From an optimization exercise on the open Yosys and OpenROAD flow, aimed at small area and a short achievable clock period; shortcuts taken in it are not production practice. In this exercise RTL edits were held to simulation tests only and were not proved equivalent to the original.

==> flow/design.v <==
module Top(
	input clk,
	input reset,
	input signed [31:0] n,
	output reg signed [31:0] c
);
	reg [6:0] x;
	wire s = n[31];
	wire [30:0] np = n[30:0] ^ {31{s}};
	wire [4:0] rem [0:29];
	wire [28:0] q;
	assign rem[0] = 5'd0;
	genvar i;
	generate
		for (i = 0; i < 29; i = i + 1) begin : div
			wire [4:0] r = rem[i];
			wire b = np[30-i];
			wire o = r[1] | r[0] | b;
			wire ge = r[4] | (r[3] & r[2] & o);    
			assign q[28-i] = ge;
			assign rem[i+1] = {r[3] ^ (ge & r[2] & o), r[2] ^ (ge & o),
			                   r[1] ^ (ge & ~r[0] & ~b), r[0] ^ (ge & ~b), b ^ ge};
		end
	endgenerate
	wire [6:0] r = {rem[29], np[1:0]};    
	wire [7:0] sm = {1'b0, x} + {1'b0, r ^ {7{s}}};
	wire ge100 = (sm >= 8'd100);
	wire le128 = (sm <= 8'd128);
	wire [6:0] xn = s ? (sm[7] ? sm[6:0] : sm[6:0] - 7'd28)
	                  : (ge100 ? sm[6:0] - 7'd100 : sm[6:0]);
	wire xz = (x == 7'd0);
	wire k0 = xz ? (~s & (r == 7'd0)) : (s ? le128 : ge100);
	wire k1 = xz & s & (r == 7'd99);
	always @(posedge clk) begin
		if (reset) begin
			x <= 7'd50;
			c <= 32'sd0;
		end else begin
			x <= xn;
			c <= c + q[24:0] + {k1, k0};
		end
	end
endmodule
Settings: LEC_CHECK=0, ABC_AREA=1, CAP_MARGIN=20, CORE_MARGIN=2, CORE_UTILIZATION=40, SLEW_MARGIN=20; clock period 76.0 ns.
standard.sh (not shown) runs the stock make flow with config.mk's settings and CLKGATE_MAP_FILE= SYNTH_SCRIPT=/design/flow/synth_recipe.tcl, a recipe that flattens the netlist after the stock synthesis.
==> flow/flow/run.sh <==
#!/bin/bash
# Standard ORFS layout, except that synthesis maps the logic with an
# area-oriented ABC script and without Yosys's full-adder extraction.
set -euo pipefail
W=$(pwd)
rm -rf "$W/scripts_area"
cp -r "$FLOW_HOME/scripts" "$W/scripts_area"
cp "$W/flow/abc_area.script" "$W/scripts_area/abc_area.script"
SCRIPTS_DIR="$W/scripts_area" ADDER_MAP_FILE= bash standard.sh synth > "$W/synth.log" 2>&1
bash standard.sh > "$W/layout.log" 2>&1
==> flow/flow/abc_area.script <==
strash
dc2
dch -f
map -a
topo
dnsize
stime -c
The starting point ran to the end with no violations.
Edit:
--- a/flow/flow/run.sh
+++ b/flow/flow/run.sh
@@ -3 +3,2 @@
-# area-oriented ABC script and without Yosys's full-adder extraction.
+# area-oriented ABC script and without Yosys's full-adder extraction, and
+# the port buffers are the smallest buffer cell.
@@ -9,0 +11 @@
+export BUFFER_PORTS_ARGS="-buffer_cell sky130_fd_sc_hd__buf_1"
CORE_UTILIZATION = 70   (was 40)
CTS_BUF_LIST = sky130_fd_sc_hd__clkbuf_8   (was not set)
After rerunning: The new run finished clean; cell count went down by a few percent; maximum frequency barely changes; cell area went down by roughly a tenth; area after synthesis does not change; global-route usage went up by 11 points; core utilization went up by 29 points; worst setup slack improved by 0.038 ns; routed wire length went down by a few percent; synthesized cell count stays the same; clock-buffer cell count went down by 1.
Edit:
CORE_UTILIZATION = 40   (was 70)
What happened:
- The new run completed with no timing, DRC or antenna violations
- fmax rises by 0.53%
- register-to-register slack is better by 0.06 ns
- synthesized area does not change
- cell area rises by 1.9%
- first-iteration DRC count rises by about 7%
- worst setup slack is better by 0.24 ns
- global-route usage falls by 12 points
- cell count rises by 6.6%
- utilization falls by 33 points
- clock skew hardly moves
Edit:
--- a/flow/flow/run.sh
+++ b/flow/flow/run.sh
@@ -12 +12 @@
-bash standard.sh > "$W/layout.log" 2>&1
+SETUP_SLACK_MARGIN=34 bash standard.sh > "$W/layout.log" 2>&1
Effect:
- The changed run finished with timing, DRC and antenna clean
- design area grows by 24%
- setup slack gains 5.2 ns
- maximum frequency rose by 13%
- count of clock-buffer cells in the layout stays the same
- cell count came out higher by 6.5%


Top, a different RTL version from the one above (not shown whole).
Size: ~730 cells after synthesis, roughly 39 flip-flops, about 66 I/O pins, roughly 4000 sq um of cells after synthesis.
clock: 76.0 ns
lec_check: 0
abc_area: 1
cap_margin: 20
core_margin: 2
core_utilization: 40
cts_buf_list: sky130_fd_sc_hd__clkbuf_4
cts_cluster_diameter: 30
cts_cluster_size: 6
slew_margin: 20
==> flow/flow/run.sh <==
#!/bin/bash
# Standard ORFS layout, except that synthesis maps the logic with an
# area-oriented ABC script and without Yosys's full-adder extraction, and
# the port buffers are the smallest buffer cell.
set -euo pipefail
W=$(pwd)
rm -rf "$W/scripts_area"
cp -r "$FLOW_HOME/scripts" "$W/scripts_area"
cp "$W/flow/abc_area.script" "$W/scripts_area/abc_area.script"
SCRIPTS_DIR="$W/scripts_area" ADDER_MAP_FILE= bash standard.sh synth > "$W/synth.log" 2>&1
export BUFFER_PORTS_ARGS="-buffer_cell sky130_fd_sc_hd__buf_1"
bash standard.sh > "$W/layout.log" 2>&1
==> flow/flow/abc_area.script <==
strash
dc2
dch -f
amap -x
topo
stime -c
==> next run, changes <==
Settings changed: CTS_BUF_LIST sky130_fd_sc_hd__clkbuf_4 to sky130_fd_sc_hd__clkbuf_4 sky130_fd_sc_hd__clkbuf_8, CTS_CLUSTER_DIAMETER 30 to not set, CTS_CLUSTER_SIZE 6 to not set.
Synthesized cell count is unchanged. Via count is about the same. Clock-buffer cell count went up by 1. Setup slack gets worse by 100 ps. Final cell count stays the same.
==> next run, changes <==
Settings changed: CTS_BUF_LIST sky130_fd_sc_hd__clkbuf_4 sky130_fd_sc_hd__clkbuf_8 to sky130_fd_sc_hd__clkbuf_8.
Result:
- The changed run finished clean
- routed wire length is unchanged
- register-to-register slack stays flat
- worst setup slack stays the same
- final cell count stays the same

==> re-timing with driven ports <==
How much do the figures lean on ideal ports? The routed layouts below were timed once more, with nothing changed but the port constraints. Step 1 (the two cells are an assumption about what drives the block):
set clk [get_ports {clk}]
set_driving_cell -lib_cell sky130_fd_sc_hd__clkbuf_16 $clk
set_driving_cell -lib_cell sky130_fd_sc_hd__buf_2 [delete_from_list [all_inputs] $clk]
Step 2 adds t to the input delays and takes it off the output delays; t is the mean of the earliest and latest rising clock arrival at the registers after step 1. Input paths then give back, and output paths get back, about the clock's delay inside the block. Three values: ideal ports, drivers, drivers and shift; two values: the first two.
run	t, ns	setup slack, ns	clock arrival spread, ns
the first run of note 1	0.314	30.414 / 30.430 / 30.116	0.004 / 0.004
the second run of note 1	0.314	30.452 / 30.460 / 30.146	0.005 / 0.004
the third run of note 1	0.328	30.694 / 30.704 / 30.376	0.006 / 0.006
the fourth run of note 1	0.328	35.897 / 35.909 / 35.581	0.006 / 0.006
the first run of note 2	0.371	26.250 / 26.255 / 25.884	0.006 / 0.006
the second run of note 2	0.308	26.148 / 26.155 / 25.847	0.004 / 0.003
the third run of note 2	0.308	26.148 / 26.155 / 25.847	0.004 / 0.003
After both steps every run listed still meets setup and hold. The setup slack of the first run of note 2, which loses most, moves by +0.005 ns with the drivers and by -0.366 ns with both steps.
